Context: an optimization exercise on an open-source flow, tuned for small area, a short achievable clock period and few clock cycles per item. The choices shown serve that exercise and are no tape-out recipe.
At most, simulation tests tie the RTL to the original design; equivalence was not proved.
Function not checked in runs 1, 3 and 4: the RTL went through the layout flow alone.
Power is estimated from default activity; no workload was simulated.

==> flow/design.v (outline; a module is shown in full before it is edited, if it fits) <==
// module cmul: 9 lines
// module bfly: 8 lines
// module cm_pp: 1690 lines
// module tw_oct: 136 lines
// module booth_neg: 7 lines
// module tw_gen: 13 lines
// module fft: 266 lines
module fft
(
input clk,
input nrst,
input data_ok,
input [63:0] serialin,
output wire in_ready,
output wire [31:0] serialout_RE,
output wire [31:0] serialout_IM,
output reg [9:0] out_cnt,
output reg out_avail,
output wire ram00en,ram01en,ram02en,ram03en,ram10en,ram11en,ram12en,ram13en,
output wire ram00we,ram01we,ram02we,ram03we,ram10we,ram11we,ram12we,ram13we,
output wire [7:0]addr00,addr01,addr02,addr03,addr10,addr11,addr12,addr13,
output wire [63:0]ram00_wdata,ram01_wdata,ram02_wdata,ram03_wdata,ram10_wdata,ram11_wdata,ram12_wdata,ram13_wdata,
input [63:0]ram00_rdata,ram01_rdata,ram02_rdata,ram03_rdata,ram10_rdata,ram11_rdata,ram12_rdata,ram13_rdata
);
  // ...
==> flow/flow/run.sh <==
#!/bin/bash
set -euo pipefail
MARGIN=${FLOW_SETUP_MARGIN:-8.0}
bash standard.sh SETUP_SLACK_MARGIN=$MARGIN finish > make_finish.log 2>&1
==> flow/standard.sh <==
#!/bin/bash
# synth_recipe.tcl (not shown) runs the flow's synth.tcl, then flattens the netlist and writes it again
# the make line also repeats each setting of config.mk as NAME=value (left out here)
make -C /OpenROAD-flow-scripts/flow DESIGN_CONFIG=/design/flow/config.mk WORK_HOME=/design/flow/orfs CLKGATE_MAP_FILE= SYNTH_SCRIPT=/design/flow/synth_recipe.tcl "${@:-finish}"
==> flow/config.mk <==
export PLATFORM = sky130hd
export DESIGN_NAME = fft
export DESIGN_NICKNAME = fft
export VERILOG_FILES = /design/flow/design.v
export SDC_FILE = /design/flow/constraint.sdc
export NUM_CORES = 8
export LEC_CHECK = 0
export CAP_MARGIN = 20
export CORE_MARGIN = 2
export CORE_UTILIZATION = 40
export SLEW_MARGIN = 20
export SYNTH_MEMORY_MAX_BITS = 65536
==> flow/constraint.sdc <==
create_clock -name core_clock -period 12.0 [get_ports {clk}]
set_input_delay 2.4000 -clock core_clock [delete_from_list [all_inputs] [get_ports {clk}]]
set_output_delay 2.4000 -clock core_clock [all_outputs]
set_load 0.01 [all_outputs]
==> results.yml, run 1 <==
placement:
  gp_congestion: 1.08
  place_area_mm2: 0.176
setup_path:
  crit_family: "compound AO/OA/AOI/OAI gates"
  required_ns: 12.82
  rr_endpoint: "X0[62]"
  r2r_cells: 14
  regToRegSetupSlack_ns: 7.15
  path_depth: 14
  r2r-start: "c3.o[45]"
clocking:
  cts_buffers: 187
  holdBufCountCts: 0
  cts_setup_buffers: 377
  clkSinkCount: 1498
logic_synthesis:
  avgSynthCellArea_um2: 8.81
  syn-cell-area_mm2: 0.161
  synth_top_area_frac: 0.215
  synth.top_cells.by_area: "fa_1 22%, dfxtp_1 18%, a22oi_1 6.4%"
  synth-simple-area-share: 0.0878
drt:
  ant_nets: 0
  wl_met3_mm: 142
  avgViaCountPerCell: 6.38
  highest-signal-layer: "met5"
  wl_met2_mm: 356
  dr_total_vias: 157789
  drt_iter0_markers: 24141
  wire_per_inst_um: 36.4
power:
  power_frac_seq: 0.253
  leakage_nw: 82.4
floorplan:
  start_util: 0.402
  die_w_um: 638
  num_io_pins: 1247
  core_region_area_mm2: 0.400
global_route:
  grt_overflow_total: 0
  grt.met3_usage: 0.211
flow_run:
  cap_violations: 0
sta:
  rsz0062_at_grt: "yes"
  period_minus_slack_ns: 4.85
status:
  status: "timing/DRC/antenna clean"
final_layout:
  largestClassByArea: "multi-input combinational cells"
  buffers_excl_clock: 2280
  final_area_mm2: 0.200
  fin_cells: 24738
  multiInputGateArea_mm2: 0.123
  non_clock_inverter_count: 1903
min_path:
  hold_class: "flop to flop"
==> module fft, before the edit <==
module fft
(
input clk,
input nrst,
input data_ok,
input [63:0] serialin,
output wire in_ready,
output wire [31:0] serialout_RE,
output wire [31:0] serialout_IM,
output reg [9:0] out_cnt,
output reg out_avail,
output wire ram00en,ram01en,ram02en,ram03en,ram10en,ram11en,ram12en,ram13en,
output wire ram00we,ram01we,ram02we,ram03we,ram10we,ram11we,ram12we,ram13we,
output wire [7:0]addr00,addr01,addr02,addr03,addr10,addr11,addr12,addr13,
output wire [63:0]ram00_wdata,ram01_wdata,ram02_wdata,ram03_wdata,ram10_wdata,ram11_wdata,ram12_wdata,ram13_wdata,
input [63:0]ram00_rdata,ram01_rdata,ram02_rdata,ram03_rdata,ram10_rdata,ram11_rdata,ram12_rdata,ram13_rdata
);
localparam D0 = 10;           
localparam C_IDLE = 2'd0, C_PEND = 2'd1, C_RUN = 2'd2;
localparam O_IDLE = 2'd0, O_PEND = 2'd1, O_RUN = 2'd2;
reg        in_act;           
reg  [9:0] in_cnt;           
reg        Qi;               
reg        in_ready_r;
reg [63:0] in_reg;           
reg  [1:0] cst;              
reg  [2:0] cs;
reg  [7:0] cb;
reg  [2:0] cgap;
reg        go;               
reg        cbub;
reg        Qc;
reg  [1:0] ost;              
reg  [9:0] ocnt;
reg  [2:0] ogap;
reg p1v, p2v, p3v, p4v, p5v;
reg [2:0] p1s, p2s, p3s, p4s, p5s;
reg [7:0] p1b, p2b, p3b, p4b, p5b;
reg p1q, p2q, p3q, p4q, p5q;
reg o1v, o2v;
reg [9:0] o1k, o2k;
reg [7:0] men, mwe;
reg [7:0] maddr [0:7];
reg [3:0] rsel, rsel_d;      
reg [63:0] X0, X1, X2, X3;
reg [63:0] Y0, Y1, Y2, Y3;
reg [29:0] TW1, TW2, TW3;
wire [63:0] O1, O2, O3;
reg [63:0] serialout;
assign in_ready = in_ready_r;
assign serialout_RE = serialout[63:32];
assign serialout_IM = serialout[31:0];
wire take = data_ok & in_ready_r;
function rside(input [2:0] s, input q, input [1:0] p);
  rside = (p == 2'd0 || p == 2'd3) ? (s[0] ? q : ~q) : s[0];
endfunction
wire s4busy   = (cst == C_RUN && cs == 3'd4) || ost == O_PEND;
wire obusy12  = (cst == C_RUN && cs == 3'd4) || ost == O_PEND || (ost == O_RUN && ocnt < 10'd768);
wire start_in = !in_act && (cst == C_IDLE || (cst == C_RUN && cs == 3'd4 && cb >= D0));
wire [9:0] in_inc = in_cnt + 10'd1;
wire in_last = (in_cnt == 10'd1023);
wire act_nt = in_act | start_in;        
wire act_t  = ~in_last;                 
function rdy(input act, input [1:0] q, input blk);
  case (q)
    2'd0: rdy = act;
    2'd1, 2'd2: rdy = act && !s4busy;
    default: rdy = act && !obusy12 && !blk;
  endcase
endfunction
wire rdy_nt = rdy(act_nt, in_cnt[9:8], 1'b0);
wire rdy_t  = rdy(act_t, in_inc[9:8], in_cnt[9:8] == 2'd2);    
wire s0_nt  = rdy_nt && in_cnt[9:8] == 2'd3;
wire s0_t   = rdy_t && in_inc[9:8] == 2'd3;
wire handover = take & in_last;
wire [9:0] in_cnt_n   = take ? in_inc : in_cnt;
wire       in_act_n   = take ? act_t : act_nt;
wire       in_ready_n = take ? rdy_t : rdy_nt;
wire       Qi_n       = handover ? ~Qi : Qi;
wire       q3  = in_act && in_cnt[9:8] == 2'd3;
wire       s0rd_en   = q3 && (in_ready_r ? (take && !in_last) : 1'b1);
wire [7:0] s0rd_addr = in_ready_r ? in_inc[7:0] : in_cnt[7:0];
reg  [1:0] cst_n; reg [2:0] cs_n; reg [7:0] cb_n; reg [2:0] cgap_n; reg Qc_n, issc, s4last;
always @(*) begin
  cst_n = cst; cs_n = cs; cb_n = cb; cgap_n = cgap; Qc_n = Qc; issc = 1'b0; s4last = 1'b0;
  case (cst)
    C_PEND: if (cgap != 3'd0) cgap_n = cgap - 3'd1;
            else if (ost == O_IDLE) begin cst_n = C_RUN; cs_n = 3'd1; cb_n = 8'd0; end
    C_RUN:  if (!go) begin if (cgap != 3'd0) cgap_n = cgap - 3'd1; end
            else begin
              issc = 1'b1; cb_n = cb + 8'd1;
              if (cb[5:0] == 6'd63) cgap_n = 3'd2;           
              if (cb == 8'd255) begin
                if (cs == 3'd4) begin cst_n = C_IDLE; s4last = 1'b1; end
                else begin cs_n = cs + 3'd1; cgap_n = 3'd5; end
              end
            end
    default: ;
  endcase
end
wire [1:0] cst_nn = handover ? C_PEND : cst_n;
wire [2:0] cgap_nn = handover ? 3'd3 : cgap_n;
wire       Qc_nn = handover ? Qi : Qc_n;
wire       go_n = (cst_n == C_RUN) && (cgap_n == 3'd0);    
reg [1:0] ost_n; reg [9:0] ocnt_n; reg [2:0] ogap_n; reg oiss;
always @(*) begin
  ost_n = ost; ocnt_n = ocnt; ogap_n = ogap; oiss = 1'b0;
  case (ost)
    O_PEND: if (ogap != 3'd0) ogap_n = ogap - 3'd1; else begin ost_n = O_RUN; ocnt_n = 10'd256; end
    O_RUN:  begin oiss = 1'b1; ocnt_n = ocnt + 10'd1; if (ocnt == 10'd1023) ost_n = O_IDLE; end
    default: ;
  endcase
  if (s4last) begin ost_n = O_PEND; ogap_n = 3'd4; end
end
wire       p1v_n = issc | (take ? s0_t : s0_nt);
wire [2:0] iss_s = issc ? cs : 3'd0;
wire [7:0] iss_b = issc ? cb : in_cnt_n[7:0];
wire       iss_q = issc ? Qc : Qi;
wire [1:0] iss_r = issc ? cb[7:6] : 2'd0;
wire [1:0] p2r   = (p2s == 3'd0) ? 2'd0 : p2b[7:6];
wire [1:0] p4r   = (p4s == 3'd0) ? 2'd0 : p4b[7:6];
reg [1:0] w5;
always @(*) case (p5s)
  3'd0: w5 = p5b[7:6]; 3'd1: w5 = p5b[5:4]; 3'd2: w5 = p5b[3:2]; 3'd3: w5 = p5b[1:0]; default: w5 = 2'd0;
endcase
function [7:0] waddr(input [2:0] s, input [7:0] b, input [1:0] j);
  case (s)
    3'd0: waddr = {j, b[5:0]};
    3'd1: waddr = {j, b[7:6], b[3:0]};
    3'd2: waddr = {j, b[7:4], b[1:0]};
    3'd3: waddr = {j, b[7:2]};
    default: waddr = b;
  endcase
endfunction
reg [7:0] men_n, mwe_n;
reg [7:0] maddr_n [0:7];
reg [3:0] rsel_n;
integer k, p;
always @(*) begin
  men_n = 8'd0; mwe_n = 8'd0; rsel_n = rsel;
  for (k = 0; k < 8; k = k + 1) maddr_n[k] = 8'd0;
  if (in_cnt[9:8] != 2'd3) maddr_n[{in_cnt[9:8] == 2'd0 ? ~Qi : 1'b0, in_cnt[9:8]}] = in_cnt[7:0];
  else begin maddr_n[1] = s0rd_addr; maddr_n[2] = s0rd_addr; end
  if (issc) for (k = 1; k < 4; k = k + 1) begin
    p = (k + iss_r) & 3;
    men_n[{rside(iss_s, iss_q, p[1:0]), p[1:0]}] = 1'b1;
    maddr_n[{rside(iss_s, iss_q, p[1:0]), p[1:0]}] = iss_b;
    rsel_n[p] = rside(iss_s, iss_q, p[1:0]);
  end
  if (s0rd_en) begin
    men_n[1] = 1'b1; rsel_n[1] = 1'b0;
    men_n[2] = 1'b1; rsel_n[2] = 1'b0;
  end
  if (p2v) begin
    men_n[{rside(p2s, p2q, p2r), p2r}] = 1'b1;
    maddr_n[{rside(p2s, p2q, p2r), p2r}] = p2b;
    rsel_n[p2r] = rside(p2s, p2q, p2r);
  end
  if (p5v) for (k = 0; k < 4; k = k + 1) if (p5s != 3'd4 || k != 0) begin
    men_n[{~rside(p5s, p5q, k[1:0]), k[1:0]}] = 1'b1;
    mwe_n[{~rside(p5s, p5q, k[1:0]), k[1:0]}] = 1'b1;
    maddr_n[{~rside(p5s, p5q, k[1:0]), k[1:0]}] = waddr(p5s, p5b, k[1:0] - w5);
  end
  if (take && in_cnt[9:8] != 2'd3) begin
    men_n[{in_cnt[9:8] == 2'd0 ? ~Qi : 1'b0, in_cnt[9:8]}] = 1'b1;
    mwe_n[{in_cnt[9:8] == 2'd0 ? ~Qi : 1'b0, in_cnt[9:8]}] = 1'b1;
  end
  if (oiss) begin
    men_n[{ocnt[9:8] == 2'd3 ? Qc : 1'b1, ocnt[9:8]}] = 1'b1;
    maddr_n[{ocnt[9:8] == 2'd3 ? Qc : 1'b1, ocnt[9:8]}] = ocnt[7:0];
    rsel_n[ocnt[9:8]] = (ocnt[9:8] == 2'd3) ? Qc : 1'b1;
  end
end
always @(posedge clk or negedge nrst) begin
  if (!nrst) begin
    in_act <= 1'b0; in_cnt <= 10'd0; Qi <= 1'b1; in_ready_r <= 1'b0;
    cst <= C_IDLE; cs <= 3'd0; cb <= 8'd0; cgap <= 3'd0; Qc <= 1'b0; go <= 1'b0;
    ost <= O_IDLE; ocnt <= 10'd0; ogap <= 3'd0;
    p1v <= 1'b0; p2v <= 1'b0; p3v <= 1'b0; p4v <= 1'b0; p5v <= 1'b0;
    o1v <= 1'b0; o2v <= 1'b0;
    men <= 8'd0; mwe <= 8'd0;
    out_avail <= 1'b0;
  end else begin
    in_act <= in_act_n; in_cnt <= in_cnt_n; Qi <= Qi_n; in_ready_r <= in_ready_n;
    cst <= cst_nn; cs <= cs_n; cb <= cb_n; cgap <= cgap_nn; Qc <= Qc_nn; go <= go_n;
    ost <= ost_n; ocnt <= ocnt_n; ogap <= ogap_n;
    p1v <= p1v_n;
    p2v <= p1v && (p1s != 3'd0 || take);
    p3v <= p2v; p4v <= p3v; p5v <= p4v;
    o1v <= oiss; o2v <= o1v;
    men <= men_n; mwe <= mwe_n;
    out_avail <= (p5v && p5s == 3'd4) || o2v;
  end
end
integer m;
always @(posedge clk) begin
  in_reg <= serialin;
  p1s <= iss_s; p1b <= iss_b; p1q <= iss_q;
  p2s <= p1s; p2b <= p1b; p2q <= p1q;
  p3s <= p2s; p3b <= p2b; p3q <= p2q;
  p4s <= p3s; p4b <= p3b; p4q <= p3q;
  p5s <= p4s; p5b <= p4b; p5q <= p4q;
  o1k <= ocnt; o2k <= o1k;
  for (m = 0; m < 8; m = m + 1) maddr[m] <= maddr_n[m];
  rsel <= rsel_n; rsel_d <= rsel;
end
wire [63:0] rdp0 = rsel_d[0] ? ram10_rdata : ram00_rdata;
wire [63:0] rdp1 = rsel_d[1] ? ram11_rdata : ram01_rdata;
wire [63:0] rdp2 = rsel_d[2] ? ram12_rdata : ram02_rdata;
wire [63:0] rdp3 = rsel_d[3] ? ram13_rdata : ram03_rdata;
function [63:0] pick(input [1:0] i, input [63:0] a0, a1, a2, a3);
  case (i) 2'd0: pick = a0; 2'd1: pick = a1; 2'd2: pick = a2; default: pick = a3; endcase
endfunction
reg [7:0] idx1;
always @(*) case (p1s)
  3'd1: idx1 = {p1b[7:6], 6'd0};
  3'd2: idx1 = {p1b[7:4], 4'd0};
  3'd3: idx1 = {p1b[7:2], 2'd0};
  3'd4: idx1 = p1b;
  default: idx1 = 8'd0;
endcase
reg [9:0] e1, e2, e3;
always @(posedge clk) begin
  e1 <= {2'd0, idx1}; e2 <= {1'b0, idx1, 1'b0}; e3 <= {2'd0, idx1} + {1'b0, idx1, 1'b0};
end
wire [29:0] tw1, tw2, tw3;
tw_gen g1(.e(e1), .tw(tw1));
tw_gen g2(.e(e2), .tw(tw2));
tw_gen g3(.e(e3), .tw(tw3));
always @(posedge clk) begin
  Y1 <= pick(p2r + 2'd1, rdp0, rdp1, rdp2, rdp3);
  Y2 <= pick(p2r + 2'd2, rdp0, rdp1, rdp2, rdp3);
  Y3 <= (p2s == 3'd0) ? in_reg : pick(p2r + 2'd3, rdp0, rdp1, rdp2, rdp3);
  Y0 <= pick(p4r, rdp0, rdp1, rdp2, rdp3);
  TW1 <= tw1; TW2 <= tw2; TW3 <= tw3;
end
cmul c1(.clk(clk), .y(Y1), .tw(TW1), .o(O1));
cmul c2(.clk(clk), .y(Y2), .tw(TW2), .o(O2));
cmul c3(.clk(clk), .y(Y3), .tw(TW3), .o(O3));
wire [63:0] Z0, Z1, Z2, Z3;
bfly bf(.y0(Y0), .o1(O1), .o2(O2), .o3(O3), .z0(Z0), .z1(Z1), .z2(Z2), .z3(Z3));
wire tk0 = take && in_cnt[9:8] == 2'd0;
wire tk1 = take && in_cnt[9:8] == 2'd1;
wire tk2 = take && in_cnt[9:8] == 2'd2;
always @(posedge clk) begin
  X0 <= tk0 ? serialin : pick(2'd0 - w5, Z0, Z1, Z2, Z3);
  X1 <= tk1 ? serialin : pick(2'd1 - w5, Z0, Z1, Z2, Z3);
  X2 <= tk2 ? serialin : pick(2'd2 - w5, Z0, Z1, Z2, Z3);
  X3 <= pick(2'd3 - w5, Z0, Z1, Z2, Z3);
  if (o2v) begin
    serialout <= pick(o2k[9:8], rdp0, rdp1, rdp2, rdp3);
    out_cnt <= o2k + 10'd1;
  end else begin
    serialout <= Z0;
    out_cnt <= {2'd0, p5b} + 10'd1;
  end
end
assign {ram13en,ram12en,ram11en,ram10en,ram03en,ram02en,ram01en,ram00en} = men;
assign {ram13we,ram12we,ram11we,ram10we,ram03we,ram02we,ram01we,ram00we} = mwe;
assign addr00 = maddr[0]; assign addr01 = maddr[1]; assign addr02 = maddr[2]; assign addr03 = maddr[3];
assign addr10 = maddr[4]; assign addr11 = maddr[5]; assign addr12 = maddr[6]; assign addr13 = maddr[7];
assign ram00_wdata = X0; assign ram10_wdata = X0;
assign ram01_wdata = X1; assign ram11_wdata = X1;
assign ram02_wdata = X2; assign ram12_wdata = X2;
assign ram03_wdata = X3; assign ram13_wdata = X3;
endmodule
==> run 2: changes to the inputs <==
--- a/flow/design.v
+++ b/flow/design.v
@@ -1890,7 +1890,6 @@
 reg  [2:0] cs;
 reg  [7:0] cb;
 reg  [2:0] cgap;
-reg        go;               
 reg        cbub;
 reg        Qc;
 reg  [1:0] ost;              
@@ -1949,7 +1948,7 @@
   case (cst)
     C_PEND: if (cgap != 3'd0) cgap_n = cgap - 3'd1;
             else if (ost == O_IDLE) begin cst_n = C_RUN; cs_n = 3'd1; cb_n = 8'd0; end
-    C_RUN:  if (!go) begin if (cgap != 3'd0) cgap_n = cgap - 3'd1; end
+    C_RUN:  if (cgap != 3'd0) cgap_n = cgap - 3'd1;
             else begin
               issc = 1'b1; cb_n = cb + 8'd1;
               if (cb[5:0] == 6'd63) cgap_n = 3'd2;           
@@ -1964,7 +1963,6 @@
 wire [1:0] cst_nn = handover ? C_PEND : cst_n;
 wire [2:0] cgap_nn = handover ? 3'd3 : cgap_n;
 wire       Qc_nn = handover ? Qi : Qc_n;
-wire       go_n = (cst_n == C_RUN) && (cgap_n == 3'd0);    
 reg [1:0] ost_n; reg [9:0] ocnt_n; reg [2:0] ogap_n; reg oiss;
 always @(*) begin
   ost_n = ost; ocnt_n = ocnt; ogap_n = ogap; oiss = 1'b0;
@@ -2002,8 +2000,6 @@
 always @(*) begin
   men_n = 8'd0; mwe_n = 8'd0; rsel_n = rsel;
   for (k = 0; k < 8; k = k + 1) maddr_n[k] = 8'd0;
-  if (in_cnt[9:8] != 2'd3) maddr_n[{in_cnt[9:8] == 2'd0 ? ~Qi : 1'b0, in_cnt[9:8]}] = in_cnt[7:0];
-  else begin maddr_n[1] = s0rd_addr; maddr_n[2] = s0rd_addr; end
   if (issc) for (k = 1; k < 4; k = k + 1) begin
     p = (k + iss_r) & 3;
     men_n[{rside(iss_s, iss_q, p[1:0]), p[1:0]}] = 1'b1;
@@ -2011,8 +2007,8 @@
     rsel_n[p] = rside(iss_s, iss_q, p[1:0]);
   end
   if (s0rd_en) begin
-    men_n[1] = 1'b1; rsel_n[1] = 1'b0;
-    men_n[2] = 1'b1; rsel_n[2] = 1'b0;
+    men_n[1] = 1'b1; maddr_n[1] = s0rd_addr; rsel_n[1] = 1'b0;
+    men_n[2] = 1'b1; maddr_n[2] = s0rd_addr; rsel_n[2] = 1'b0;
   end
   if (p2v) begin
     men_n[{rside(p2s, p2q, p2r), p2r}] = 1'b1;
@@ -2027,6 +2023,7 @@
   if (take && in_cnt[9:8] != 2'd3) begin
     men_n[{in_cnt[9:8] == 2'd0 ? ~Qi : 1'b0, in_cnt[9:8]}] = 1'b1;
     mwe_n[{in_cnt[9:8] == 2'd0 ? ~Qi : 1'b0, in_cnt[9:8]}] = 1'b1;
+    maddr_n[{in_cnt[9:8] == 2'd0 ? ~Qi : 1'b0, in_cnt[9:8]}] = in_cnt[7:0];
   end
   if (oiss) begin
     men_n[{ocnt[9:8] == 2'd3 ? Qc : 1'b1, ocnt[9:8]}] = 1'b1;
@@ -2037,7 +2034,7 @@
 always @(posedge clk or negedge nrst) begin
   if (!nrst) begin
     in_act <= 1'b0; in_cnt <= 10'd0; Qi <= 1'b1; in_ready_r <= 1'b0;
-    cst <= C_IDLE; cs <= 3'd0; cb <= 8'd0; cgap <= 3'd0; Qc <= 1'b0; go <= 1'b0;
+    cst <= C_IDLE; cs <= 3'd0; cb <= 8'd0; cgap <= 3'd0; Qc <= 1'b0;
     ost <= O_IDLE; ocnt <= 10'd0; ogap <= 3'd0;
     p1v <= 1'b0; p2v <= 1'b0; p3v <= 1'b0; p4v <= 1'b0; p5v <= 1'b0;
     o1v <= 1'b0; o2v <= 1'b0;
@@ -2045,7 +2042,7 @@
     out_avail <= 1'b0;
   end else begin
     in_act <= in_act_n; in_cnt <= in_cnt_n; Qi <= Qi_n; in_ready_r <= in_ready_n;
-    cst <= cst_nn; cs <= cs_n; cb <= cb_n; cgap <= cgap_nn; Qc <= Qc_nn; go <= go_n;
+    cst <= cst_nn; cs <= cs_n; cb <= cb_n; cgap <= cgap_nn; Qc <= Qc_nn;
     ost <= ost_n; ocnt <= ocnt_n; ogap <= ogap_n;
     p1v <= p1v_n;
     p2v <= p1v && (p1s != 3'd0 || take);
@@ -2074,18 +2071,15 @@
 function [63:0] pick(input [1:0] i, input [63:0] a0, a1, a2, a3);
   case (i) 2'd0: pick = a0; 2'd1: pick = a1; 2'd2: pick = a2; default: pick = a3; endcase
 endfunction
-reg [7:0] idx1;
-always @(*) case (p1s)
-  3'd1: idx1 = {p1b[7:6], 6'd0};
-  3'd2: idx1 = {p1b[7:4], 4'd0};
-  3'd3: idx1 = {p1b[7:2], 2'd0};
-  3'd4: idx1 = p1b;
-  default: idx1 = 8'd0;
+reg [7:0] idx2;
+always @(*) case (p2s)
+  3'd1: idx2 = {p2b[7:6], 6'd0};
+  3'd2: idx2 = {p2b[7:4], 4'd0};
+  3'd3: idx2 = {p2b[7:2], 2'd0};
+  3'd4: idx2 = p2b;
+  default: idx2 = 8'd0;
 endcase
-reg [9:0] e1, e2, e3;
-always @(posedge clk) begin
-  e1 <= {2'd0, idx1}; e2 <= {1'b0, idx1, 1'b0}; e3 <= {2'd0, idx1} + {1'b0, idx1, 1'b0};
-end
+wire [9:0] e1 = {2'd0, idx2}, e2 = {1'b0, idx2, 1'b0}, e3 = e1 + e2;
 wire [29:0] tw1, tw2, tw3;
 tw_gen g1(.e(e1), .tw(tw1));
 tw_gen g2(.e(e2), .tw(tw2));
==> flow/run.sh (new file) <==
#!/bin/bash
# synth_recipe.tcl (not shown) runs the flow's synth.tcl, then flattens the netlist and writes it again
# the make line also repeats each setting of config.mk as NAME=value (left out here)
make -C /OpenROAD-flow-scripts/flow DESIGN_CONFIG=/design/flow/config.mk WORK_HOME=/design/flow/orfs CLKGATE_MAP_FILE= SYNTH_SCRIPT=/design/flow/synth_recipe.tcl finish
removed: flow/flow/run.sh
removed: flow/standard.sh
==> results.yml, run 2 <==
status:
  status: "complete, but fails checks"
  checkFailReasons: "max-capacitance violations, max-slew violations"
logic_synthesis:
  synthMuxAreaShare: 0.0412
  synth_largest_area_cell: "fa_1"
  yosys.area_share.adder: 0.280
  syn_inst: 17535
  syn-cell-area_mm2: 0.157
  synth_compound_area_frac: 0.201
  synth-simple-area-share: 0.0867
  synth_top_flop_cell: "dfxtp_1"
  synth_top_family_by_area: "adder cells"
  ys_seq_elements: 1480
  synth_top_area_frac: 0.220
  synth_xor_area_frac: 0.116
  synthArstFlopShare: 0.0466
  seq_area_frac_synth: 0.191
  yosysUniqueCellTypes: 110
  ys.warnings.count: 5
  synthTopCellsByCount: "1726 x fa_1, 1514 x nand2_1, 1435 x inv_1"
  syn_nets: 20581
  synth.top_cells.by_area: "fa_1 22%, dfxtp_1 18%, a22oi_1 6.6%"
  post-synth-top-count-cell: "fa_1"
  synth_edf_count: 0
  avgSynthCellArea_um2: 8.94
setup_path:
  cp.arrival_ns: 7.83
  r2r-start: "p2s[0]"
  cp_max_fo: 66
  start_kind: "flop"
  regToRegSetupSlack_ns: 5.01
  r2r_cells: 20
  required_ns: 12.84
  cp-end-kind: "flop"
  criticalPathCategory: "flop to flop"
  rr_endpoint: "TW3[2]"
global_route:
  grt.met2_usage: 0.563
  grt_max_degree: 118
  grt_pass1_wl_mm: 1110
  top_usage_layer: "met2"
  grt_usage: 0.392
  met1_usage: 0.478
  grt_overflow_total: 0
  grt.met3_usage: 0.167
  grt_pass1_vias: 137527
  antenna_found_initial: 274
final_layout:
  post-route-util: 0.459
  final_cell_mix: "1726 x fa_1, 1510 x nand2_1, 1432 x inv_1, 1378 x a22oi_1, 1324 x dfxtp_1"
  layout-drive-gt1-share: 0.0685
  area_growth_pct: 14.0
  final_common_cell: "fa_1"
  fin_cells: 23296
  nNetsFinal: 20580
clocking:
  cts_setup_buffers: 0
  cts_resized: 0
  clk_pin_slew_ns: 0.06
  holdBufCountCts: 0
  clkSinkCount: 1480
  h-tree-depth: 4
  cts_buffers: 184
  cts_buffer_depth: 4
  clk_latency_ns: 1.00
  cts-root-buf: "clkbuf_16"
  cts_tree: "yes"
sta:
  slew_viol_final: 13
  min_period_over_period: 0.583
  setup_ws_ns: 5.01
  finalSetupViolations: 0
  hold_viol_final: 0
  slew_headroom: -0.00510
  hold_slack_ns: 0.325
  fmax_ghz: 0.143
  worst_pin_slew_ns: 1.50
  rsz0062_at_grt: "no"
  period_minus_slack_ns: 6.99
  skew_ns: 0.0875
  setup-tns-final_ns: 0
power:
  ir_worst_vdd_mv: 0.160
  power_frac_seq: 0.281
  power.share.clock: 0.247
  p_switching_w: 0.0107
  leakage_nw: 72.4
  p_sw_frac: 0.442
  combPwrFrac: 0.472
  p_per_area_mw_per_mm2: 135
  cellInternalPower_w: 0.0135
floorplan:
  num_io_pins: 1247
  row_count: 229
  start_util: 0.402
  core_region_area_mm2: 0.390
  die_h_um: 630
  die_area_mm2: 0.397
  die_w_um: 630
flow_run:
  cap_violations: 1
min_path:
  hp-start: "p3q"
  hold_class: "flop to flop"
  hold_depth: 0
  hold_end: "p4q"
drt:
  route.detailed.drc: 0
  ant_nets: 0
  drt_wl_total_mm: 809
  dr_total_vias: 146401
  first_pass_iters: 14
  avgViaCountPerCell: 6.28
  drt_iter0_markers: 22799
  wire_per_inst_um: 34.7
placement:
  dp_cells: 22542
  portBuffers: 1246
  pre_cts_slack_ns: 5.13
  dp_hpwl_mm: 621
  gp_congestion: 1.06
## run 2: cell types whose count changed after synthesis, moves of 33 or more
cell and delta:
inv_1 -454, a221oi_1 +70, a21oi_1 -80, a211oi_1 -40, a221o_1 -33, o22ai_1 +33, nand2_1 +160, nor2b_1 -33
o211ai_1 +56, a31oi_1 -38, nor2_1 -86
## run 2: how the worst max path moves through the flow
stage	cells after the start	from	to	slack, ns
after floorplan	24	p2s[0]	TW3[17]	6.36
after global placement	20	p2s[0]	TW3[2]	5.07
after detailed placement	20	p2s[0]	TW3[2]	5.13
after CTS	20	p2s[0]	TW3[2]	5.06
after global routing	20	p2s[0]	TW3[17]	4.61
final	20	p2s[0]	TW3[2]	5.01
## run 2: logic make-up (layout without fill, tap and decap cells)
logic type	count (synthesis)	in the layout
AOI/OAI and AO/OA	4487	4487
buffers and inverters	3226	3376
and+or+nand+nor	3193	3193
adders and majority gates	2467	2467
xor gates and xnor gates	2073	2073
DFF	1480	1480
muxes	609	609
other	0	414
## run 2: area by class of cell
class	instances	area, um2
clock inverters	96	1050
inverters	1447	5440
multi-input cells	12829	114000
fillers	38038	211000
diodes	414	1040
flip-flops and latches	1480	30200
repair buffers	1592	15100
well taps	5197	6500
clock buffers	241	5190
## run 2: power groups by stage
| stage | logic (W) | registers (W) | clock network [W] |
|---|---|---|---|
| 2_1_floorplan | 0.00552 | 0.00634 | 0 |
| 3_3_place_gp | 0.0109 | 0.00682 | 0 |
| 3_5_place_dp | 0.0109 | 0.00681 | 0 |
| 4_1_cts | 0.0110 | 0.00672 | 0.00597 |
| 5_1_grt | 0.0118 | 0.00677 | 0.00614 |
| 6_report | 0.0114 | 0.00679 | 0.00595 |
## run 2: critical path: stages, from the launching register on
cell and delay, ns:
dfxtp_1 0.38, or3_4 0.68, nand3_1 0.21, buf_4 0.34
inv_1 0.11, ha_1 0.29, buf_4 0.34, inv_4 0.18
or4_4 0.58, o211ai_4 0.25, xnor2_4 0.14, buf_4 0.56
inv_2 0.48, ha_1 0.44, a2111oi_0 0.43, a2111oi_0 0.19
a211o_1 0.37, a32o_1 0.27, mux2_2 0.30, o21ai_2 0.13
xnor2_1 0.14
## run 2: metrics by stage
stage | area, um2 | power [W]
2_1_floorplan | 157000 | 0.0119
3_3_place_gp | 171000 | 0.0177
3_5_place_dp | 171000 | 0.0177
4_1_cts | 178000 | 0.0236
5_1_grt | 178000 | 0.0247
6_report | 179000 | 0.0241
## run 2: layer usage
layer	part of all wire	wire, um	up-vias
li1	-	-	60412
met1	0.37	295000	72871
met2	0.41	334000	10822
met3	0.14	116000	2168
met4	0.078	62900	128
met5	0.0011	853	-
Testbench counts of run 2, summed over its fixed seeds: cycles 67,152, items 32.
==> module bfly, before the edit <==
module bfly(input [63:0] y0, o1, o2, o3, output [63:0] z0, z1, z2, z3);
wire [31:0] yr = y0[63:32], yi = y0[31:0];
wire [31:0] ar = o1[63:32], ai = o1[31:0], br = o2[63:32], bi = o2[31:0], cr = o3[63:32], ci = o3[31:0];
assign z0 = {yr + ar + br + cr, yi + ai + bi + ci};
assign z1 = {yr + ai - br - ci, yi - ar - bi + cr};
assign z2 = {yr - ar + br - cr, yi - ai + bi - ci};
assign z3 = {yr - ai - br + ci, yi + ar - bi - cr};
endmodule
==> module tw_gen, before the edit <==
module tw_gen(input [9:0] e, output [29:0] tw);
wire [2:0] o = e[9:7];
wire [7:0] r = o[0] ? (8'd128 - {1'b0,e[6:0]}) : {1'b0,e[6:0]};
wire [29:0] q;
tw_oct t(.r(r), .q(q));
wire swap = o[0] ^ o[1];
wire negc = o[2] ^ o[1];
wire negd = ~o[2];
wire [14:0] c0 = swap ? q[14:0] : q[29:15];
wire [14:0] d0 = swap ? q[29:15] : q[14:0];
booth_neg nc(.a(c0), .n(negc), .y(tw[29:15]));
booth_neg nd(.a(d0), .n(negd), .y(tw[14:0]));
endmodule
==> run 3: changes to the inputs <==
--- a/flow/design.v
+++ b/flow/design.v
@@ -7,13 +7,18 @@
 wire [31:0] im = is + ic;
 always @(posedge clk) o <= {{8{re[31]}}, re[31:8], {8{im[31]}}, im[31:8]};
 endmodule
-module bfly(input [63:0] y0, o1, o2, o3, output [63:0] z0, z1, z2, z3);
-wire [31:0] yr = y0[63:32], yi = y0[31:0];
-wire [31:0] ar = o1[63:32], ai = o1[31:0], br = o2[63:32], bi = o2[31:0], cr = o3[63:32], ci = o3[31:0];
-assign z0 = {yr + ar + br + cr, yi + ai + bi + ci};
-assign z1 = {yr + ai - br - ci, yi - ar - bi + cr};
-assign z2 = {yr - ar + br - cr, yi - ai + bi - ci};
-assign z3 = {yr - ai - br + ci, yi + ar - bi - cr};
+module bfly(input clk, input [63:0] y0, o1, o2, o3, output [63:0] z0, z1, z2, z3);
+reg [31:0] u0r, u0i, u1r, u1i, v0r, v0i, v1r, v1i;
+always @(posedge clk) begin
+  u0r <= y0[63:32] + o2[63:32]; u0i <= y0[31:0] + o2[31:0];
+  u1r <= y0[63:32] - o2[63:32]; u1i <= y0[31:0] - o2[31:0];
+  v0r <= o1[63:32] + o3[63:32]; v0i <= o1[31:0] + o3[31:0];
+  v1r <= o1[63:32] - o3[63:32]; v1i <= o1[31:0] - o3[31:0];
+end
+assign z0 = {u0r + v0r, u0i + v0i};
+assign z1 = {u1r + v1i, u1i - v1r};
+assign z2 = {u0r - v0r, u0i - v0i};
+assign z3 = {u1r - v1i, u1i + v1r};
 endmodule
 module cm_pp(input [63:0] y, input [29:0] tw, output [31:0] re_s, re_c, im_s, im_c);
 wire [31:0] a = y[63:32], b = y[31:0];
@@ -1848,16 +1853,20 @@
   assign y[3*i+2] = a[3*i+2] ^ (n & (a[3*i] | a[3*i+1]));
 end endgenerate
 endmodule
-module tw_gen(input [9:0] e, output [29:0] tw);
+module tw_idx(input [9:0] e, output [10:0] q);
 wire [2:0] o = e[9:7];
 wire [7:0] r = o[0] ? (8'd128 - {1'b0,e[6:0]}) : {1'b0,e[6:0]};
-wire [29:0] q;
-tw_oct t(.r(r), .q(q));
+assign q = {o, r};
+endmodule
+module tw_gen(input [10:0] q, output [29:0] tw);
+wire [2:0] o = q[10:8];
+wire [29:0] t;
+tw_oct u(.r(q[7:0]), .q(t));
 wire swap = o[0] ^ o[1];
 wire negc = o[2] ^ o[1];
 wire negd = ~o[2];
-wire [14:0] c0 = swap ? q[14:0] : q[29:15];
-wire [14:0] d0 = swap ? q[29:15] : q[14:0];
+wire [14:0] c0 = swap ? t[14:0] : t[29:15];
+wire [14:0] d0 = swap ? t[29:15] : t[14:0];
 booth_neg nc(.a(c0), .n(negc), .y(tw[29:15]));
 booth_neg nd(.a(d0), .n(negd), .y(tw[14:0]));
 endmodule
@@ -1890,15 +1899,16 @@
 reg  [2:0] cs;
 reg  [7:0] cb;
 reg  [2:0] cgap;
+reg        go;               
 reg        cbub;
 reg        Qc;
 reg  [1:0] ost;              
 reg  [9:0] ocnt;
 reg  [2:0] ogap;
-reg p1v, p2v, p3v, p4v, p5v;
-reg [2:0] p1s, p2s, p3s, p4s, p5s;
-reg [7:0] p1b, p2b, p3b, p4b, p5b;
-reg p1q, p2q, p3q, p4q, p5q;
+reg p1v, p2v, p3v, p4v, p5v, p6v;
+reg [2:0] p1s, p2s, p3s, p4s, p5s, p6s;
+reg [7:0] p1b, p2b, p3b, p4b, p5b, p6b;
+reg p1q, p2q, p3q, p4q, p5q, p6q;
 reg o1v, o2v;
 reg [9:0] o1k, o2k;
 reg [7:0] men, mwe;
@@ -1948,21 +1958,22 @@
   case (cst)
     C_PEND: if (cgap != 3'd0) cgap_n = cgap - 3'd1;
             else if (ost == O_IDLE) begin cst_n = C_RUN; cs_n = 3'd1; cb_n = 8'd0; end
-    C_RUN:  if (cgap != 3'd0) cgap_n = cgap - 3'd1;
+    C_RUN:  if (!go) begin if (cgap != 3'd0) cgap_n = cgap - 3'd1; end
             else begin
               issc = 1'b1; cb_n = cb + 8'd1;
               if (cb[5:0] == 6'd63) cgap_n = 3'd2;           
               if (cb == 8'd255) begin
                 if (cs == 3'd4) begin cst_n = C_IDLE; s4last = 1'b1; end
-                else begin cs_n = cs + 3'd1; cgap_n = 3'd5; end
+                else begin cs_n = cs + 3'd1; cgap_n = 3'd6; end
               end
             end
     default: ;
   endcase
 end
 wire [1:0] cst_nn = handover ? C_PEND : cst_n;
-wire [2:0] cgap_nn = handover ? 3'd3 : cgap_n;
+wire [2:0] cgap_nn = handover ? 3'd4 : cgap_n;
 wire       Qc_nn = handover ? Qi : Qc_n;
+wire       go_n = (cst_n == C_RUN) && (cgap_n == 3'd0);    
 reg [1:0] ost_n; reg [9:0] ocnt_n; reg [2:0] ogap_n; reg oiss;
 always @(*) begin
   ost_n = ost; ocnt_n = ocnt; ogap_n = ogap; oiss = 1'b0;
@@ -1971,7 +1982,7 @@
     O_RUN:  begin oiss = 1'b1; ocnt_n = ocnt + 10'd1; if (ocnt == 10'd1023) ost_n = O_IDLE; end
     default: ;
   endcase
-  if (s4last) begin ost_n = O_PEND; ogap_n = 3'd4; end
+  if (s4last) begin ost_n = O_PEND; ogap_n = 3'd5; end
 end
 wire       p1v_n = issc | (take ? s0_t : s0_nt);
 wire [2:0] iss_s = issc ? cs : 3'd0;
@@ -1981,8 +1992,8 @@
 wire [1:0] p2r   = (p2s == 3'd0) ? 2'd0 : p2b[7:6];
 wire [1:0] p4r   = (p4s == 3'd0) ? 2'd0 : p4b[7:6];
 reg [1:0] w5;
-always @(*) case (p5s)
-  3'd0: w5 = p5b[7:6]; 3'd1: w5 = p5b[5:4]; 3'd2: w5 = p5b[3:2]; 3'd3: w5 = p5b[1:0]; default: w5 = 2'd0;
+always @(*) case (p6s)
+  3'd0: w5 = p6b[7:6]; 3'd1: w5 = p6b[5:4]; 3'd2: w5 = p6b[3:2]; 3'd3: w5 = p6b[1:0]; default: w5 = 2'd0;
 endcase
 function [7:0] waddr(input [2:0] s, input [7:0] b, input [1:0] j);
   case (s)
@@ -2000,6 +2011,8 @@
 always @(*) begin
   men_n = 8'd0; mwe_n = 8'd0; rsel_n = rsel;
   for (k = 0; k < 8; k = k + 1) maddr_n[k] = 8'd0;
+  if (in_cnt[9:8] != 2'd3) maddr_n[{in_cnt[9:8] == 2'd0 ? ~Qi : 1'b0, in_cnt[9:8]}] = in_cnt[7:0];
+  else begin maddr_n[1] = s0rd_addr; maddr_n[2] = s0rd_addr; end
   if (issc) for (k = 1; k < 4; k = k + 1) begin
     p = (k + iss_r) & 3;
     men_n[{rside(iss_s, iss_q, p[1:0]), p[1:0]}] = 1'b1;
@@ -2007,23 +2020,22 @@
     rsel_n[p] = rside(iss_s, iss_q, p[1:0]);
   end
   if (s0rd_en) begin
-    men_n[1] = 1'b1; maddr_n[1] = s0rd_addr; rsel_n[1] = 1'b0;
-    men_n[2] = 1'b1; maddr_n[2] = s0rd_addr; rsel_n[2] = 1'b0;
+    men_n[1] = 1'b1; rsel_n[1] = 1'b0;
+    men_n[2] = 1'b1; rsel_n[2] = 1'b0;
   end
   if (p2v) begin
     men_n[{rside(p2s, p2q, p2r), p2r}] = 1'b1;
     maddr_n[{rside(p2s, p2q, p2r), p2r}] = p2b;
     rsel_n[p2r] = rside(p2s, p2q, p2r);
   end
-  if (p5v) for (k = 0; k < 4; k = k + 1) if (p5s != 3'd4 || k != 0) begin
-    men_n[{~rside(p5s, p5q, k[1:0]), k[1:0]}] = 1'b1;
-    mwe_n[{~rside(p5s, p5q, k[1:0]), k[1:0]}] = 1'b1;
-    maddr_n[{~rside(p5s, p5q, k[1:0]), k[1:0]}] = waddr(p5s, p5b, k[1:0] - w5);
+  if (p6v) for (k = 0; k < 4; k = k + 1) if (p6s != 3'd4 || k != 0) begin
+    men_n[{~rside(p6s, p6q, k[1:0]), k[1:0]}] = 1'b1;
+    mwe_n[{~rside(p6s, p6q, k[1:0]), k[1:0]}] = 1'b1;
+    maddr_n[{~rside(p6s, p6q, k[1:0]), k[1:0]}] = waddr(p6s, p6b, k[1:0] - w5);
   end
   if (take && in_cnt[9:8] != 2'd3) begin
     men_n[{in_cnt[9:8] == 2'd0 ? ~Qi : 1'b0, in_cnt[9:8]}] = 1'b1;
     mwe_n[{in_cnt[9:8] == 2'd0 ? ~Qi : 1'b0, in_cnt[9:8]}] = 1'b1;
-    maddr_n[{in_cnt[9:8] == 2'd0 ? ~Qi : 1'b0, in_cnt[9:8]}] = in_cnt[7:0];
   end
   if (oiss) begin
     men_n[{ocnt[9:8] == 2'd3 ? Qc : 1'b1, ocnt[9:8]}] = 1'b1;
@@ -2034,22 +2046,22 @@
 always @(posedge clk or negedge nrst) begin
   if (!nrst) begin
     in_act <= 1'b0; in_cnt <= 10'd0; Qi <= 1'b1; in_ready_r <= 1'b0;
-    cst <= C_IDLE; cs <= 3'd0; cb <= 8'd0; cgap <= 3'd0; Qc <= 1'b0;
+    cst <= C_IDLE; cs <= 3'd0; cb <= 8'd0; cgap <= 3'd0; Qc <= 1'b0; go <= 1'b0;
     ost <= O_IDLE; ocnt <= 10'd0; ogap <= 3'd0;
-    p1v <= 1'b0; p2v <= 1'b0; p3v <= 1'b0; p4v <= 1'b0; p5v <= 1'b0;
+    p1v <= 1'b0; p2v <= 1'b0; p3v <= 1'b0; p4v <= 1'b0; p5v <= 1'b0; p6v <= 1'b0;
     o1v <= 1'b0; o2v <= 1'b0;
     men <= 8'd0; mwe <= 8'd0;
     out_avail <= 1'b0;
   end else begin
     in_act <= in_act_n; in_cnt <= in_cnt_n; Qi <= Qi_n; in_ready_r <= in_ready_n;
-    cst <= cst_nn; cs <= cs_n; cb <= cb_n; cgap <= cgap_nn; Qc <= Qc_nn;
+    cst <= cst_nn; cs <= cs_n; cb <= cb_n; cgap <= cgap_nn; Qc <= Qc_nn; go <= go_n;
     ost <= ost_n; ocnt <= ocnt_n; ogap <= ogap_n;
     p1v <= p1v_n;
     p2v <= p1v && (p1s != 3'd0 || take);
-    p3v <= p2v; p4v <= p3v; p5v <= p4v;
+    p3v <= p2v; p4v <= p3v; p5v <= p4v; p6v <= p5v;
     o1v <= oiss; o2v <= o1v;
     men <= men_n; mwe <= mwe_n;
-    out_avail <= (p5v && p5s == 3'd4) || o2v;
+    out_avail <= (p6v && p6s == 3'd4) || o2v;
   end
 end
 integer m;
@@ -2060,6 +2072,7 @@
   p3s <= p2s; p3b <= p2b; p3q <= p2q;
   p4s <= p3s; p4b <= p3b; p4q <= p3q;
   p5s <= p4s; p5b <= p4b; p5q <= p4q;
+  p6s <= p5s; p6b <= p5b; p6q <= p5q;
   o1k <= ocnt; o2k <= o1k;
   for (m = 0; m < 8; m = m + 1) maddr[m] <= maddr_n[m];
   rsel <= rsel_n; rsel_d <= rsel;
@@ -2071,19 +2084,25 @@
 function [63:0] pick(input [1:0] i, input [63:0] a0, a1, a2, a3);
   case (i) 2'd0: pick = a0; 2'd1: pick = a1; 2'd2: pick = a2; default: pick = a3; endcase
 endfunction
-reg [7:0] idx2;
-always @(*) case (p2s)
-  3'd1: idx2 = {p2b[7:6], 6'd0};
-  3'd2: idx2 = {p2b[7:4], 4'd0};
-  3'd3: idx2 = {p2b[7:2], 2'd0};
-  3'd4: idx2 = p2b;
-  default: idx2 = 8'd0;
+reg [7:0] idx1;
+always @(*) case (p1s)
+  3'd1: idx1 = {p1b[7:6], 6'd0};
+  3'd2: idx1 = {p1b[7:4], 4'd0};
+  3'd3: idx1 = {p1b[7:2], 2'd0};
+  3'd4: idx1 = p1b;
+  default: idx1 = 8'd0;
 endcase
-wire [9:0] e1 = {2'd0, idx2}, e2 = {1'b0, idx2, 1'b0}, e3 = e1 + e2;
+wire [9:0] x1 = {2'd0, idx1}, x2 = {1'b0, idx1, 1'b0}, x3 = x1 + x2;
+wire [10:0] tq1, tq2, tq3;
+tw_idx i1(.e(x1), .q(tq1));
+tw_idx i2(.e(x2), .q(tq2));
+tw_idx i3(.e(x3), .q(tq3));
+reg [10:0] e1, e2, e3;
+always @(posedge clk) begin e1 <= tq1; e2 <= tq2; e3 <= tq3; end
 wire [29:0] tw1, tw2, tw3;
-tw_gen g1(.e(e1), .tw(tw1));
-tw_gen g2(.e(e2), .tw(tw2));
-tw_gen g3(.e(e3), .tw(tw3));
+tw_gen g1(.q(e1), .tw(tw1));
+tw_gen g2(.q(e2), .tw(tw2));
+tw_gen g3(.q(e3), .tw(tw3));
 always @(posedge clk) begin
   Y1 <= pick(p2r + 2'd1, rdp0, rdp1, rdp2, rdp3);
   Y2 <= pick(p2r + 2'd2, rdp0, rdp1, rdp2, rdp3);
@@ -2095,7 +2114,7 @@
 cmul c2(.clk(clk), .y(Y2), .tw(TW2), .o(O2));
 cmul c3(.clk(clk), .y(Y3), .tw(TW3), .o(O3));
 wire [63:0] Z0, Z1, Z2, Z3;
-bfly bf(.y0(Y0), .o1(O1), .o2(O2), .o3(O3), .z0(Z0), .z1(Z1), .z2(Z2), .z3(Z3));
+bfly bf(.clk(clk), .y0(Y0), .o1(O1), .o2(O2), .o3(O3), .z0(Z0), .z1(Z1), .z2(Z2), .z3(Z3));
 wire tk0 = take && in_cnt[9:8] == 2'd0;
 wire tk1 = take && in_cnt[9:8] == 2'd1;
 wire tk2 = take && in_cnt[9:8] == 2'd2;
@@ -2109,7 +2128,7 @@
     out_cnt <= o2k + 10'd1;
   end else begin
     serialout <= Z0;
-    out_cnt <= {2'd0, p5b} + 10'd1;
+    out_cnt <= {2'd0, p6b} + 10'd1;
   end
 end
 assign {ram13en,ram12en,ram11en,ram10en,ram03en,ram02en,ram01en,ram00en} = men;
==> flow/flow/run.sh (new file) <==
#!/bin/bash
set -euo pipefail
MARGIN=${FLOW_SETUP_MARGIN:-8.0}
bash standard.sh SETUP_SLACK_MARGIN=$MARGIN finish > make_finish.log 2>&1
==> flow/standard.sh (new file) <==
#!/bin/bash
# synth_recipe.tcl (not shown) runs the flow's synth.tcl, then flattens the netlist and writes it again
# the make line also repeats each setting of config.mk as NAME=value (left out here)
make -C /OpenROAD-flow-scripts/flow DESIGN_CONFIG=/design/flow/config.mk WORK_HOME=/design/flow/orfs CLKGATE_MAP_FILE= SYNTH_SCRIPT=/design/flow/synth_recipe.tcl "${@:-finish}"
--- a/flow/config.mk
+++ b/flow/config.mk
@@ -5,8 +5,8 @@
 export SDC_FILE = /design/flow/constraint.sdc
 export NUM_CORES = 8
 export LEC_CHECK = 0
-export CAP_MARGIN = 20
+export CAP_MARGIN = 35
 export CORE_MARGIN = 2
 export CORE_UTILIZATION = 40
-export SLEW_MARGIN = 20
+export SLEW_MARGIN = 35
 export SYNTH_MEMORY_MAX_BITS = 65536
removed: flow/run.sh
==> results.yml, run 3 <==
status:
  status: "timing/DRC/antenna clean"
drt:
  route.detailed.drc: 0
  wl_met3_mm: 138
  avgViaCountPerCell: 6.31
  highest-signal-layer: "met5"
  first_pass_iters: 14
  wl_met2_mm: 369
  m1WireLength_mm: 317
  wire_per_inst_um: 36.9
  drt_wl_total_mm: 935
  dr_total_vias: 159821
  ant_nets: 0
  drt_iter0_markers: 23459
setup_path:
  crit_family: "flip-flops"
  cp.arrival_ns: 1.77
  criticalPathCategory: "flop to primary output"
  start_kind: "flop"
  cp_max_fo: 2
  required_ns: 9.60
  critPathBufInv: 1
  crit_slowest_cell: "dfxtp_4"
  cp-end-kind: "primary output"
  path_depth: 1
  slowest_delay_ns: 0.56
  cp_cell_sequence: "buf_6"
  r2r_cells: 10
clocking:
  cts_buffers: 216
  cts_buffer_depth: 4
  clkSinkCount: 1758
  clk_pin_slew_ns: 0.06
  cts-root-buf: "clkbuf_16"
  h-tree-depth: 4
  holdBufCountCts: 0
  clk_latency_ns: 1.06
  cts_tree: "yes"
logic_synthesis:
  synth_top_area_frac: 0.206
  synth.top_cells.by_area: "dfxtp_1 21%, fa_1 15%, ha_1 7.4%"
  ys.warnings.count: 6
  syn-cell-area_mm2: 0.164
  syn_inst: 19093
  syn_nets: 21883
  synthArstFlopShare: 0.0404
  seq_area_frac_synth: 0.217
  synth_largest_area_cell: "dfxtp_1"
  synth_top_flop_cell: "dfxtp_1"
  synthTopCellsByCount: "1687 x dfxtp_1, 1660 x inv_1, 1469 x nand2_1"
  synth_edf_count: 0
  yosysUniqueCellTypes: 96
  ys_seq_elements: 1758
  avgSynthCellArea_um2: 8.58
  post-synth-top-count-cell: "dfxtp_1"
placement:
  dp_hpwl_mm: 683
  gp_congestion: 1.06
  place_area_mm2: 0.179
  portBuffers: 1246
sta:
  rsz0062_at_grt: "yes"
  setup-tns-final_ns: 0
  skew_ns: 0.104
  finalSetupViolations: 0
  worst_pin_slew_ns: 1.44
  fmax_ghz: 0.240
  min_period_over_period: 0.348
  slew_headroom: 0.0306
  slew_viol_final: 0
  hold_viol_final: 0
  period_minus_slack_ns: 4.17
final_layout:
  final_common_cell: "inv_1"
  final_area_mm2: 0.195
  layout-drive-gt1-share: 0.148
  nNetsFinal: 22229
  final_cell_mix: "1652 x inv_1, 1456 x nand2_1, 1330 x a22oi_1, 1233 x fa_1, 1226 x dfxtp_1"
  area_growth_pct: 19.0
floorplan:
  row_count: 235
  core_region_area_mm2: 0.409
  die_h_um: 644
  die_w_um: 644
  num_io_pins: 1247
  start_util: 0.401
  die_area_mm2: 0.415
flow_run:
  cap_violations: 0
global_route:
  grt_overflow_total: 0
  grt_pass1_wl_mm: 1240
  grt_usage: 0.427
  antenna_found_initial: 266
  grt_max_degree: 137
  grt_pass1_vias: 148381
min_path:
  hold_class: "flop to flop"
  hold_depth: 0
power:
  p_per_area_mw_per_mm2: 140
  ir_worst_vdd_mv: 0.122
  leakage_nw: 81.8
-- run 3: cell types whose count changed after synthesis, sizes merged, moves of 211 or more --
cell,before,now
fa,1726,1246
nor2,938,1149
ha,741,965
a21oi,918,1155
dfxtp,1411,1687
inv,1441,1663
-- run 3: final timing paths --
check | end | slack, ns | from
hold reg to reg | p4b[7] | 0.32 | p3b[7]
setup reg to reg | Y3[5] | 7.84 | p2s[1]
hold / removal | p4b[7] | 0.32 | p3b[7]
max in group asynchronous | o2v | 9.53 | nrst
min in group asynchronous | ocnt[2] | 1.30 | nrst
setup / recovery | ram12_wdata[23] | 7.83 | X2[23]
-- run 3: cell families (layout without fill, tap and decap cells) --
kind of cell               count (synthesis)  in the layout  synth area share
buffers and inverters                   3563           4077            0.0876
xor gates and xnor gates                2243           2243             0.120
and+or+nand+nor                         3766           3775             0.101
other                                      0            280                 0
DFF                                     1758           1758             0.217
muxes                                    597            597            0.0421
adders and majority gates               2211           2211             0.226
AOI/OAI and AO/OA                       4955           4955             0.206
-- run 3: per-layer routing --
layer  vias up  track usage
met3      3629        0.198
li1      65989            -
met2     12421        0.592
met1     77672        0.477
met5         -      0.00278
met4       110        0.407
-- run 3: final cells by class --
class,count,area [um2]
multi-input combinational,13781,117000
inverter,1676,6330
tap,5451,6820
fill,39338,214000
timing repair buffer,2006,20000
sequential,1758,36800
clock inverter,114,1600
antenna,280,701
clock buffer,281,6010
-- run 3: metrics by stage --
step / cells / hold WS, ns / utilization / power (W) / worst slack (ns)
6_report: 25347 / 0.323 / 0.477 / 0.0272 / 7.83
4_1_cts: 24879 / 0.324 / 0.465 / 0.0262 / 7.86
3_3_place_gp: 24306 / 0.310 / 0.437 / 0.0190 / 6.20
2_1_floorplan: 19093 / 0.310 / - / 0.0131 / 7.93
5_1_grt: 25237 / 0.329 / 0.476 / 0.0277 / 7.62
3_5_place_dp: 24318 / 0.312 / 0.439 / 0.0191 / 6.59
-- run 3: timing repair --
action                                  in CTS  in global routing
setup buffers                              149                160
resized for setup                         3352                404
pin swaps                                   36                 94
gates cloned                                17                 26
endpoints found under the setup margin    1344                554
-- run 3: where the power goes --
group	total (W)	switching [W]	internal, W	leakage, nW
registers	0.00842	0.00149	0.00693	15.1
logic	0.0115	0.00727	0.00419	63.0
clock network	0.00733	0.00310	0.00423	3.69
==> run 4: changes to the inputs <==
==> flow/flow/run.sh (replaced) <==
#!/bin/bash
set -euo pipefail
MARGIN=${FLOW_SETUP_MARGIN:-8.0}
bash standard.sh SETUP_SLACK_MARGIN=$MARGIN "BUFFER_PORTS_ARGS=-buffer_cell sky130_fd_sc_hd__buf_1" finish > make_finish.log 2>&1
==> results.yml, run 4 <==
setup_path:
  cp-end-kind: "primary output"
  critPathBufInv: 1
  r2r_cells: 7
  cp_max_fo: 2
  criticalPathCategory: "flop to primary output"
  crit_slowest_cell: "dfxtp_4"
  crit_family: "flip-flops"
  cp.arrival_ns: 1.77
  slowest_delay_ns: 0.56
  regToRegSetupSlack_ns: 7.90
  cp_cell_sequence: "buf_6"
  path_depth: 1
  required_ns: 9.60
  start_kind: "flop"
global_route:
  grt_usage: 0.426
  antenna_found_initial: 286
  grt_overflow_total: 0
  grt_pass1_vias: 148225
  grt_max_degree: 144
  grt_pass1_wl_mm: 1230
clocking:
  cts-root-buf: "clkbuf_16"
  cts_buffer_depth: 4
  clk_latency_ns: 1.05
  holdBufCountCts: 0
  h-tree-depth: 4
  cts_tree: "yes"
  clk_pin_slew_ns: 0.06
  cts_buffers: 217
  clkSinkCount: 1758
placement:
  gp_congestion: 1.06
  dp_hpwl_mm: 676
  pre_cts_slack_ns: 6.94
  portBuffers: 1246
floorplan:
  num_io_pins: 1247
  core_region_area_mm2: 0.409
  start_util: 0.401
  die_w_um: 644
  row_count: 235
  die_area_mm2: 0.415
  die_h_um: 644
logic_synthesis:
  syn_nets: 21883
  synthTopCellsByCount: "1687 x dfxtp_1, 1660 x inv_1, 1469 x nand2_1"
  yosysUniqueCellTypes: 96
  avgSynthCellArea_um2: 8.58
  synth_top_flop_cell: "dfxtp_1"
  syn_inst: 19093
  syn-cell-area_mm2: 0.164
  synth.top_cells.by_area: "dfxtp_1 21%, fa_1 15%, ha_1 7.4%"
  synthArstFlopShare: 0.0404
  post-synth-top-count-cell: "dfxtp_1"
  ys.warnings.count: 6
  synth_top_area_frac: 0.206
  synth_edf_count: 0
  seq_area_frac_synth: 0.217
  synth_largest_area_cell: "dfxtp_1"
  ys_seq_elements: 1758
power:
  ir_worst_vdd_mv: 0.158
  p_per_area_mw_per_mm2: 141
  leakage_nw: 79.1
sta:
  hold_viol_final: 0
  setup-tns-final_ns: 0
  slew_viol_final: 0
  slew_headroom: 0.141
  finalSetupViolations: 0
  rsz0062_at_grt: "yes"
  skew_ns: 0.0988
  worst_pin_slew_ns: 1.29
  fmax_ghz: 0.240
  setup_ws_ns: 7.83
  min_period_over_period: 0.347
  period_minus_slack_ns: 4.17
drt:
  route.detailed.drc: 0
  ant_nets: 0
  first_pass_iters: 12
  avgViaCountPerCell: 6.32
  drt_iter0_markers: 23847
  dr_total_vias: 160549
  wire_per_inst_um: 36.7
  drt_wl_total_mm: 934
min_path:
  hold_class: "flop to flop"
  hold_depth: 0
final_layout:
  final_common_cell: "inv_1"
  nNetsFinal: 22203
  layout-drive-gt1-share: 0.130
  final_cell_mix: "1651 x inv_1, 1456 x nand2_1, 1323 x dfxtp_1, 1308 x a22oi_1, 1236 x fa_1"
  area_growth_pct: 15.8
status:
  status: "timing/DRC/antenna clean"
flow_run:
  cap_violations: 0
-- run 4: cell counts after synthesis --
Identical to the previous run, type by type.
-- run 4: layout make-up --
cell class	count	area (um2)
Tap cell	5451	6820
Fill cell	39869	219000
Multi-Input combinational cell	13779	117000
Timing Repair Buffer	1981	14900
Inverter	1676	6330
Clock buffer	268	6080
Clock inverter	133	1540
Sequential cell	1758	36500
Antenna cell	375	938
-- run 4: report_power, final --
group / switching (W) / leakage [nW] / internal [W]
Combinational: 0.00738 / 60.3 / 0.00370
Sequential: 0.00148 / 15.1 / 0.00685
Clock: 0.00314 / 3.72 / 0.00412
-- run 4: stage by stage --
stage | utilization | hold slack [ns] | std cells | instance area (um2) | total power [W]
4_1_cts | 0.452 | 0.318 | 24878 | 185000 | 0.0255
6_report | 0.464 | 0.318 | 25421 | 190000 | 0.0267
3_5_place_dp | 0.419 | 0.312 | 24312 | 171000 | 0.0177
3_3_place_gp | 0.418 | 0.309 | 24307 | 171000 | 0.0176
5_1_grt | 0.463 | 0.312 | 25283 | 189000 | 0.0272
2_1_floorplan | - | 0.310 | 19093 | 164000 | 0.0131
-- run 4: final timing paths --
check	start	endpoint
min in group asynchronous	nrst	men[3]
max reg2reg	p2s[1]	Y1[59]
max in group asynchronous	nrst	o2v
max	X3[32]	ram13_wdata[32]
min	p4b[2]	p5b[2]
min reg2reg	p4b[2]	p5b[2]
-- run 4: what timing repair did --
action	4_1_cts	5_1_grt
pin swaps	45	131
resized for setup	1146	407
endpoints found under the setup margin	1140	500
cloned	26	33
buffers inserted	139	132
-- run 4: cells by family (layout without fill, tap and decap cells) --
kind of cell / count (synthesis) / after routing / share of synthesized area
AOI/OAI and AO/OA: 4955 / 4955 / 0.206
DFF: 1758 / 1758 / 0.217
buffers and inverters: 3563 / 4058 / 0.0876
xor gates and xnor gates: 2243 / 2243 / 0.120
muxes: 597 / 597 / 0.0421
other: 0 / 375 / 0
adders and majority gates: 2211 / 2211 / 0.226
and+or+nand+nor: 3766 / 3773 / 0.101
-- run 4: layer usage --
layer / global-route usage / routed length [um] / share of wire
met5: 0.00185 / 969 / 0.0010
met4: 0.402 / 112000 / 0.12
met3: 0.204 / 138000 / 0.15
met1: 0.475 / 317000 / 0.34
met2: 0.589 / 367000 / 0.39

[re-timing with driven ports]
Ports are ideal in the flow. The routed layouts listed here were re-timed in OpenROAD. Step 1, drivers: a clkbuf_16 drives clk and a buf_2 each remaining input, both assumed. Step 2 also shifts input and output timing later by t, the mid clock arrival at the registers, as if the neighbouring blocks saw the same clock. Three values: ideal, step 1, step 2; two values: the first two.
run	t (ns)	slack for setup (ns)	latest minus earliest clock arrival (ns)	pins driven straight from the clock port
run 1	1.097	7.153 / 7.153 / 6.560	0.112 / 0.112	1
run 2	1.056	5.009 / 5.009 / 5.009	0.120 / 0.120	1
run 3	1.130	7.826 / 7.700 / 6.885	0.106 / 0.106	1
run 4	1.126	7.834 / 7.710 / 7.143	0.106 / 0.106	1
The setup slack of run 3, which loses most, moves by -0.126 ns with the drivers and by -0.941 ns with both steps.
